Background: an optimization exercise with open tools, aiming at small area, a short achievable clock period and few clock cycles. Do not read the settings as production practice. Only simulation tests tie the RTL to the original design; equivalence was not proved.

Design top, start of the top module:
module top (
    input          clk,
    input          reset,
    input          start,
    input  [127:0] IN,
    output [3:0]   addr_r,
    output [3:0]   addr_c,
    input  [127:0] Wr,
    input  [127:0] Wc,
    output         done,
    output [127:0] Y
);
Size in the first run: about 6200 cells after synthesis, about 430 flip-flops, ~520 I/O pins.
==> flow/config.mk <==
export PLATFORM = sky130hd
export DESIGN_NAME = top
export DESIGN_NICKNAME = top
export VERILOG_FILES = /design/flow/design.v
export SDC_FILE = /design/flow/constraint.sdc
export NUM_CORES = 4
export LEC_CHECK = 0
export CAP_MARGIN = 20
export CORE_MARGIN = 2
export CORE_UTILIZATION = 45
export PLACE_DENSITY = 0.6
export SLEW_MARGIN = 20
export SYNTH_HIERARCHICAL = 1
export SYNTH_MINIMUM_KEEP_SIZE = 0
==> flow/constraint.sdc <==
create_clock -name core_clock -period 35.0 [get_ports {clk}]
set_input_delay 7.0000 -clock core_clock [delete_from_list [all_inputs] [get_ports {clk}]]
set_output_delay 7.0000 -clock core_clock [all_outputs]
set_load 0.01 [all_outputs]
standard.sh (not shown) runs the stock make flow with config.mk's settings and CLKGATE_MAP_FILE= SYNTH_SCRIPT=/design/flow/synth_recipe.tcl, a recipe that flattens the netlist after the stock synthesis.
==> flow/flow/run.sh <==
#!/bin/bash
set -euo pipefail
bash standard.sh "BUFFER_PORTS_ARGS=-buffer_cell sky130_fd_sc_hd__buf_1" \
    SETUP_SLACK_MARGIN=26.5 finish > standard_flow.log 2>&1
Testbench counts at the start, summed over its fixed seeds: cycles 10,240.
==> next run, changes <==
==> flow/flow/run.sh (replaced) <==
#!/bin/bash
set -euo pipefail
bash standard.sh "BUFFER_PORTS_ARGS=-buffer_cell sky130_fd_sc_hd__buf_1" \
    SETUP_SLACK_MARGIN=26.8 finish > standard_flow.log 2>&1
After rerunning: The changed run passed the timing, DRC and antenna checks; area after synthesis is unchanged; wire length grows slightly; hold slack is about the same; die area does not change; global-route usage is about the same.
==> next run, changes <==
==> flow/flow/run.sh (replaced) <==
#!/bin/bash
set -euo pipefail
bash standard.sh "BUFFER_PORTS_ARGS=-buffer_cell sky130_fd_sc_hd__buf_1" \
    SETUP_SLACK_MARGIN=27.0 finish > standard_flow.log 2>&1
=>
- utilization is higher by 0.25 points
- cell count hardly moves
- clock skew hardly moves
==> next run, changes <==
==> flow/flow/run.sh (replaced) <==
#!/bin/bash
set -euo pipefail
bash standard.sh "BUFFER_PORTS_ARGS=-buffer_cell sky130_fd_sc_hd__buf_1" \
    SETUP_SLACK_MARGIN=26.65 finish > standard_flow.log 2>&1
What happened: The new run went through all stages and came out clean. Maximum frequency is about the same. Cell area fell by 1.8%. Clock skew stays flat. Worst hold slack hardly moves. Flip-flop and latch count is unchanged. First-iteration DRC count fell by 5.4%.


== trial 16 ==
top, a different RTL version from the one above (not shown whole).
For scale: about 430 flip-flops, roughly 520 I/O pins, ~65000 um^2 of cells after synthesis.
Settings: LEC_CHECK=0, CAP_MARGIN=20, CORE_MARGIN=2, CORE_UTILIZATION=45, PLACE_DENSITY=0.6, SLEW_MARGIN=20, SYNTH_HIERARCHICAL=1, SYNTH_MINIMUM_KEEP_SIZE=0; clock period 35.0 ns.
==> flow/flow/run.sh <==
#!/bin/bash
set -euo pipefail
bash standard.sh SETUP_SLACK_MARGIN=26.8 finish > standard_flow.log 2>&1
Trial 16: done, clean on timing, DRC and antenna
Testbench counts of trial 16, summed over its fixed seeds: cycles 10,240.
What trial 67 does differently from trial 16 at the input level:
==> flow/flow/run.sh <==
#!/bin/bash
set -euo pipefail
bash standard.sh "BUFFER_PORTS_ARGS=-buffer_cell sky130_fd_sc_hd__buf_1" \
    SETUP_SLACK_MARGIN=26.8 finish > standard_flow.log 2>&1
[summary]
- Compared with trial 16, in trial 67 portion of the clock cycle consumed by the worst path in the final layout shows an increase of 0.19 points, post-DP HPWL shows a reduction of 1.8%, final-layout clock buffer total shows a reduction of 12%.
- [compare] base=trial 16 new=trial 67: number of diodes added for antenna fixing has remained practically unchanged, minimum period implied by the final worst setup slack now larger, global-route usage decreased 0.62 points.

[static timing again, ports no longer ideal]
Ports are ideal in the flow. The routed layouts listed here were re-timed in OpenROAD. Step 1 (the two cells are an assumption about what drives the block):
set clk [get_ports {clk}]
set_driving_cell -lib_cell sky130_fd_sc_hd__clkbuf_16 $clk
set_driving_cell -lib_cell sky130_fd_sc_hd__buf_2 [delete_from_list [all_inputs] $clk]
Step 2, shift: input delay + t, output delay - t, t = (earliest + latest rising clock arrival at the registers) / 2. This alone moves slack from input paths to output paths. Slacks: ideal ports / drivers / drivers and shift; pairs: ideal ports / drivers.
run	t, ns	setup WS [ns]	worst setup path at the end	clock arrival spread, ns	cell pins on the clock port's net
the first run of note 1	0.744	26.718 / 26.637 / 26.820	register to register	0.065 / 0.065	1
the second run of note 1	0.746	26.722 / 26.640 / 27.028	register to register	0.066 / 0.066	1
the third run of note 1	0.746	26.721 / 26.639 / 27.174	register to register	0.063 / 0.063	1
the fourth run of note 1	0.745	26.711 / 26.630 / 26.946	register to register	0.065 / 0.064	1
trial 16	0.737	26.682 / 26.602 / 26.798	input to register	0.039 / 0.038	1
trial 67	0.745	26.615 / 26.538 / 27.124	register to register	0.036 / 0.036	1
After both steps setup and hold are still met in every run listed.
